This is an optimization exercise on Yosys and OpenROAD, whose aim is small area and a short achievable clock period, not a production implementation. At most, simulation tests tie the RTL to the original design; equivalence was not proved. No activity file was given, so power comes from the tool's default toggle rates.

Setup of v6:
## core_pipeline
module core_pipeline
    #(
      parameter ADDRESS_SIZE = 10,
      parameter DATA_SIZE = 32
     )
    (
    input wire i_clk,
    input wire i_rst_n,
    input wire i_sys_stop,
    input wire i_sys_start,
    input wire signed [DATA_SIZE - 1:0] i_data,
    input wire [15:0] i_instruction,
    output wire o_read,
    output wire o_write,
    output wire [ADDRESS_SIZE - 1:0] o_address,
    output wire signed [DATA_SIZE - 1:0] o_data,
    output wire [ADDRESS_SIZE - 1:0] o_program_counter
    );
    reg r_sys_halt;
    always @(posedge i_clk)
    begin
        if (i_sys_stop)
            r_sys_halt <= 1'b1;
        else if (i_sys_start)
            r_sys_halt <= 1'b0;
    end
    reg [ADDRESS_SIZE - 1:0] r_pc;      
    reg [15:0] r_ir_read;               
    reg [15:0] r_ir_exec;               
    reg        r_wr_we;                 
    reg        r_wr_load;               
    reg [2:0]  r_wr_dest;               
    reg [DATA_SIZE - 1:0] r_wr_result;  
    reg [DATA_SIZE - 1:0] r_rf [0:7];   
    wire [15:0] ir = r_ir_exec;
    wire g_alu  = ir[15:14] == 2'b11;
    wire g_brl  = ir[15:14] == 2'b01;
    wire g_mem  = ir[15:14] == 2'b00;
    wire g_ctrl = ir[15:14] == 2'b10;
    wire i_arith = g_alu & ~ir[13];
    wire i_logic = g_alu & ir[13] & ~ir[9];
    wire i_halt  = g_alu & ir[9];
    wire i_loadc = g_mem & (ir[13:12] == 2'b01);
    wire i_store = g_mem & (ir[13:12] == 2'b10);
    wire i_load  = g_mem & (ir[13:12] == 2'b11);
    wire i_shl   = g_brl & ir[13];
    wire i_shr   = g_brl & ~ir[13];
    wire ex_we = (g_alu & ~ir[9]) | g_brl | i_loadc | i_load;
    wire [2:0] ex_dest = g_mem ? ir[10:8] : ir[8:6];
    wire [15:0] ir_rd = r_ir_read;
    wire [2:0] rd_idx_p = ir_rd[2:0];
    wire [2:0] rd_idx_q = (ir_rd[15:14] == 2'b11) ? ir_rd[5:3] :
  ...
For scale: about 4300 cells after synthesis, ~110 I/O pins.
Settings: LEC_CHECK=0, ABC_AREA=1, CAP_MARGIN=20, CORE_MARGIN=2, CORE_UTILIZATION=40, PLACE_DENSITY=0.45, SETUP_SLACK_MARGIN=1.5, SLEW_MARGIN=20, SYNTH_HIERARCHICAL=1; clock period 7.0 ns.
run.sh (not shown) runs the stock make flow with config.mk's settings and CLKGATE_MAP_FILE= SYNTH_SCRIPT=/design/flow/synth_recipe.tcl, a recipe that flattens the netlist after the stock synthesis.
v6 finished all stages; the layout is clean.
## Diff of input files: v7 against v6
- a deleted ABC_AREA that had been 1
- a deleted SETUP_SLACK_MARGIN that had been 1.5
Results
Compared to v6, v7 has number of filler instances in the final layout 19% lower. Cmp v6 and v7 / multi-input gate share of total cell area / higher: v7. Net switching power, v7 vs v6: down by a few percent. Looking at total routing usage reported by global routing, v7 sits below v6. Routed wire length is lower on v7. v7 vs v6, fraction of synthesized area in multiplexers went up by 6.1 points.
Function was not checked in any run of this note: the RTL went through the layout flow alone.

core_pipeline, a different RTL version from the one above (not shown whole).
For scale: ~2600 cells after synthesis, about 24000 um^2 of cells after synthesis.
Settings: LEC_CHECK=0, CAP_MARGIN=20, CORE_MARGIN=2, CORE_UTILIZATION=50, PLACE_DENSITY=0.5, SETUP_SLACK_MARGIN=3.6, SLEW_MARGIN=20, SYNTH_HIERARCHICAL=1, TNS_END_PERCENT=0, BUFFER_PORTS_ARGS=-buffer_cell sky130_fd_sc_hd__buf_2; clock period 7.0 ns.
standard.sh (not shown) runs the stock make flow with config.mk's settings and CLKGATE_MAP_FILE= SYNTH_SCRIPT=/design/flow/synth_recipe.tcl, a recipe that flattens the netlist after the stock synthesis.
==> flow/flow/run.sh <==
#!/bin/bash
# Layout flow: the standard flow (standard.sh, unchanged synthesis),
# with the port buffers made of buf_2 cells instead of the slow delay-cell
# buffers (clkdlybuf4s50) the flow otherwise picks.
set -euo pipefail
echo 'export BUFFER_PORTS_ARGS = -buffer_cell sky130_fd_sc_hd__buf_2' >> config.mk
bash standard.sh > standard_flow.log 2>&1
The baseline passed the timing, DRC and antenna checks.
==> next run, changes <==
CORE_UTILIZATION = 55   (was 50)
PLACE_DENSITY = 0.65   (was 0.5)
After rerunning:
- The changed run finished clean
- combinational power is about the same
- maximum frequency came out lower by a few percent
- design area came out lower slightly
- wire length came out lower by a few percent
- via count stays flat
==> next run, changes <==
--- a/flow/flow/run.sh
+++ b/flow/flow/run.sh
@@ -4 +4 @@
-# buffers (clkdlybuf4s50) the flow otherwise picks.
+# buffers the resizer otherwise picks (and cannot resize away).
Power does not change.
Synthesized area stays the same.
Global-route usage does not change.
Cell count is unchanged.
Clock skew stays the same.
Cell area does not change.
Combinational power barely changes.
Clock power barely changes.
Count of clock-buffer cells in the layout does not change.
==> next run, changes <==
--- a/flow/flow/run.sh
+++ b/flow/flow/run.sh
@@ -4 +4 @@
-# buffers the resizer otherwise picks (and cannot resize away).
+# buffers (clkdlybuf4s50) the flow otherwise picks.
CORE_UTILIZATION = 45   (was 55)
PLACE_DENSITY = 0.55   (was 0.65)
Effect: Area after synthesis stays the same; worst setup slack got worse by 56 ps; cell count climbs by a few percent; sequential power barely changes; final area is higher slightly; count of clock-buffer cells in the layout drops by 8; wire length goes up by a few percent.
==> next run, changes <==
CORE_UTILIZATION = 60   (was 45)
PLACE_DENSITY = 0.7   (was 0.55)
The changed run produced a clean layout. Sequential power is about the same. Via count climbs by about 3.6%. Routed wire length falls by about 2.6%. Power grows by about 1.1%. Global-route usage rose by 9.4 points.

Another version of the RTL of core_pipeline (not shown whole).
Size in the first run: roughly 2500 cells after synthesis, ~110 I/O pins, about 0.024 mm2 of cells after synthesis.
clock: 7.0 ns
lec_check: 0
cap_margin: 20
core_margin: 2
core_utilization: 40
place_density: 0.45
setup_slack_margin: 3.5
slew_margin: 20
synth_hierarchical: 1
buffer_ports_args: -buffer_cell sky130_fd_sc_hd__buf_4
==> flow/flow/run.sh <==
#!/bin/bash
# Layout flow: the standard flow (standard.sh, unchanged synthesis),
# with the port buffers made of buf_4 cells instead of the slow delay-cell
# buffers the resizer otherwise picks (and cannot resize away).
set -euo pipefail
echo 'export BUFFER_PORTS_ARGS = -buffer_cell sky130_fd_sc_hd__buf_4' >> config.mk
bash standard.sh > standard_flow.log 2>&1
The first run produced a clean layout.
Next try:
Settings changed: SETUP_SLACK_MARGIN 3.5 to 3.0.
Result:
- The new run finished clean
- clock skew decreases by 0.030 ns
- power decreases by 3.6%
- core utilization decreases by 2.4 points

Another version of the RTL of core_pipeline (not shown whole).
For scale: roughly 2500 cells after synthesis, ~110 I/O pins, about 23000 um2 of cells after synthesis.
export LEC_CHECK = 0
export CAP_MARGIN = 20
export CORE_MARGIN = 2
export CORE_UTILIZATION = 55
export PLACE_DENSITY = 0.65
export SETUP_SLACK_MARGIN = 3.0
export SLEW_MARGIN = 20
export SYNTH_HIERARCHICAL = 1
export BUFFER_PORTS_ARGS = -buffer_cell sky130_fd_sc_hd__buf_4
create_clock -name core_clock -period 7.0 [get_ports {i_clk}]
Scripts as last shown in full above: flow/flow/run.sh
The starting point ran to the end with no violations.
Edit:
- CORE_UTILIZATION: 55 -> 40
- PLACE_DENSITY: 0.65 -> 0.45
Outcome: Wire length went up by 14%; non-clock buffer count went up by 76; synthesized cell count stays the same; final cell count went up by 9.6%; total power went up by 3.3%; sequential power stays flat.

RTL: one of the versions met above, not the one the previous note started from.
For scale: about 2700 cells after synthesis, roughly 340 flip-flops, ~110 I/O pins, roughly 0.025 mm² of cells after synthesis.
Design core_pipeline, start of the top module:
module core_pipeline
    #(
      parameter ADDRESS_SIZE = 10,
      parameter DATA_SIZE = 32
     )
    (
    input wire i_clk,
    input wire i_rst_n,
    input wire i_sys_stop,
    input wire i_sys_start,
    input wire signed [DATA_SIZE - 1:0] i_data,
    input wire [15:0] i_instruction,
    output wire o_read,
    output wire o_write,
    output wire [ADDRESS_SIZE - 1:0] o_address,
    output wire signed [DATA_SIZE - 1:0] o_data,
    output wire [ADDRESS_SIZE - 1:0] o_program_counter
    );
==> flow/config.mk <==
export PLATFORM = sky130hd
export DESIGN_NAME = core_pipeline
export DESIGN_NICKNAME = core_pipeline
export VERILOG_FILES = /design/flow/design.v
export SDC_FILE = /design/flow/constraint.sdc
export NUM_CORES = 4
export LEC_CHECK = 0
export CAP_MARGIN = 20
export CORE_MARGIN = 2
export CORE_UTILIZATION = 40
export PLACE_DENSITY = 0.45
export SETUP_SLACK_MARGIN = 3.0
export SLEW_MARGIN = 20
export SYNTH_HIERARCHICAL = 1
export BUFFER_PORTS_ARGS = -buffer_cell sky130_fd_sc_hd__buf_4
==> flow/constraint.sdc <==
create_clock -name core_clock -period 7.0 [get_ports {i_clk}]
set_input_delay 1.4000 -clock core_clock [delete_from_list [all_inputs] [get_ports {i_clk}]]
set_output_delay 1.4000 -clock core_clock [all_outputs]
set_load 0.01 [all_outputs]
Scripts as last shown in full above: flow/flow/run.sh
The baseline produced a clean layout.
Change:
Settings changed: SETUP_SLACK_MARGIN 3.0 to 2.0.
Result: Total power drops by roughly a tenth. Worst setup slack got worse by 0.29 ns. Routed wire length decreases by a few percent.
No functional check of the RTL was part of any run of this note.

oak:
core_pipeline, a different RTL version from the one above (not shown whole).
Size in the first run: ~2500 cells after synthesis, roughly 110 I/O pins, ~23000 µm² of cells after synthesis.
export LEC_CHECK = 0
export CAP_MARGIN = 20
export CORE_MARGIN = 2
export CORE_UTILIZATION = 40
export PLACE_DENSITY = 0.45
export SETUP_SLACK_MARGIN = 3.0
export SLEW_MARGIN = 20
export SYNTH_HIERARCHICAL = 1
export BUFFER_PORTS_ARGS = -buffer_cell sky130_fd_sc_hd__buf_4
create_clock -name core_clock -period 7.0 [get_ports {i_clk}]
Scripts as last shown in full above: flow/flow/run.sh
--- input diff oak..maple ---
- swapping 0.45 for 0.65 in PLACE_DENSITY
- swapping 40 for 55 in CORE_UTILIZATION
- The final reports for maple and oak show clock buffer count from CTS lower in the former.
- In maple, the critical path depth came out 1 below the value in oak.
- maple vs oak, count of non-filler cells in the finished layout went down by 249.
- maple has number of placed instances, taps included below what oak had.
- Relative to oak, share of the cycle needed by the critical path after routing increased by 0.70 points in maple.
- Compared with oak, in maple non-clock buffer share of cell area now sits lower, vertical die dimension saw a decrease, detailed-router iteration count before antenna repair increased by 4 relative to the old numbers.
Function was not checked in any run of this note: the RTL went through the layout flow alone.

[what the ideal ports hide]
The results above use ideal ports. As a check the final layouts listed here were re-extracted and re-timed, cells and wires unchanged.
Step 1 (the two cells are an assumption about what drives the block):
set clk [get_ports {i_clk}]
set_driving_cell -lib_cell sky130_fd_sc_hd__clkbuf_16 $clk
set_driving_cell -lib_cell sky130_fd_sc_hd__buf_2 [delete_from_list [all_inputs] $clk]
Step 2 also shifts input and output timing later by t, the mid clock arrival at the registers, as if the neighbouring blocks saw the same clock.
Three values: ideal ports, drivers, drivers and shift; two values: the first two.
run | shift t [ns] | setup slack, ns | clock arrival spread, ns
v6 | 0.668 | 1.627 / 1.553 / 1.935 | 0.040 / 0.040
v7 | 0.648 | 1.141 / 1.098 / 1.141 | 0.042 / 0.042
the first run of note 2 | 0.624 | 3.244 / 3.220 / 2.847 | 0.028 / 0.028
the second run of note 2 | 0.639 | 3.165 / 3.143 / 2.721 | 0.025 / 0.025
the third run of note 2 | 0.639 | 3.165 / 3.143 / 2.721 | 0.025 / 0.025
the fourth run of note 2 | 0.645 | 3.110 / 3.110 / 2.703 | 0.027 / 0.027
the fifth run of note 2 | 0.623 | 3.208 / 3.154 / 2.734 | 0.022 / 0.021
the first run of note 3 | 0.651 | 2.865 / 2.844 / 2.660 | 0.066 / 0.066
the second run of note 3 | 0.655 | 2.949 / 2.926 / 2.657 | 0.036 / 0.036
the first run of note 4 | 0.635 | 2.964 / 2.931 / 2.325 | 0.024 / 0.023
the second run of note 4 | 0.644 | 2.959 / 2.920 / 2.361 | 0.020 / 0.020
the first run of note 5 | 0.646 | 2.403 / 2.353 / 2.395 | 0.043 / 0.042
the second run of note 5 | 0.651 | 2.108 / 2.108 / 2.108 | 0.044 / 0.043
oak | 0.647 | 2.680 / 2.637 / 2.056 | 0.026 / 0.025
maple | 0.636 | 2.631 / 2.587 / 2.079 | 0.031 / 0.030
After both steps every run listed still meets setup and hold. The setup slack of the first run of note 4, which loses most, moves by -0.033 ns with the drivers and by -0.639 ns with both steps.
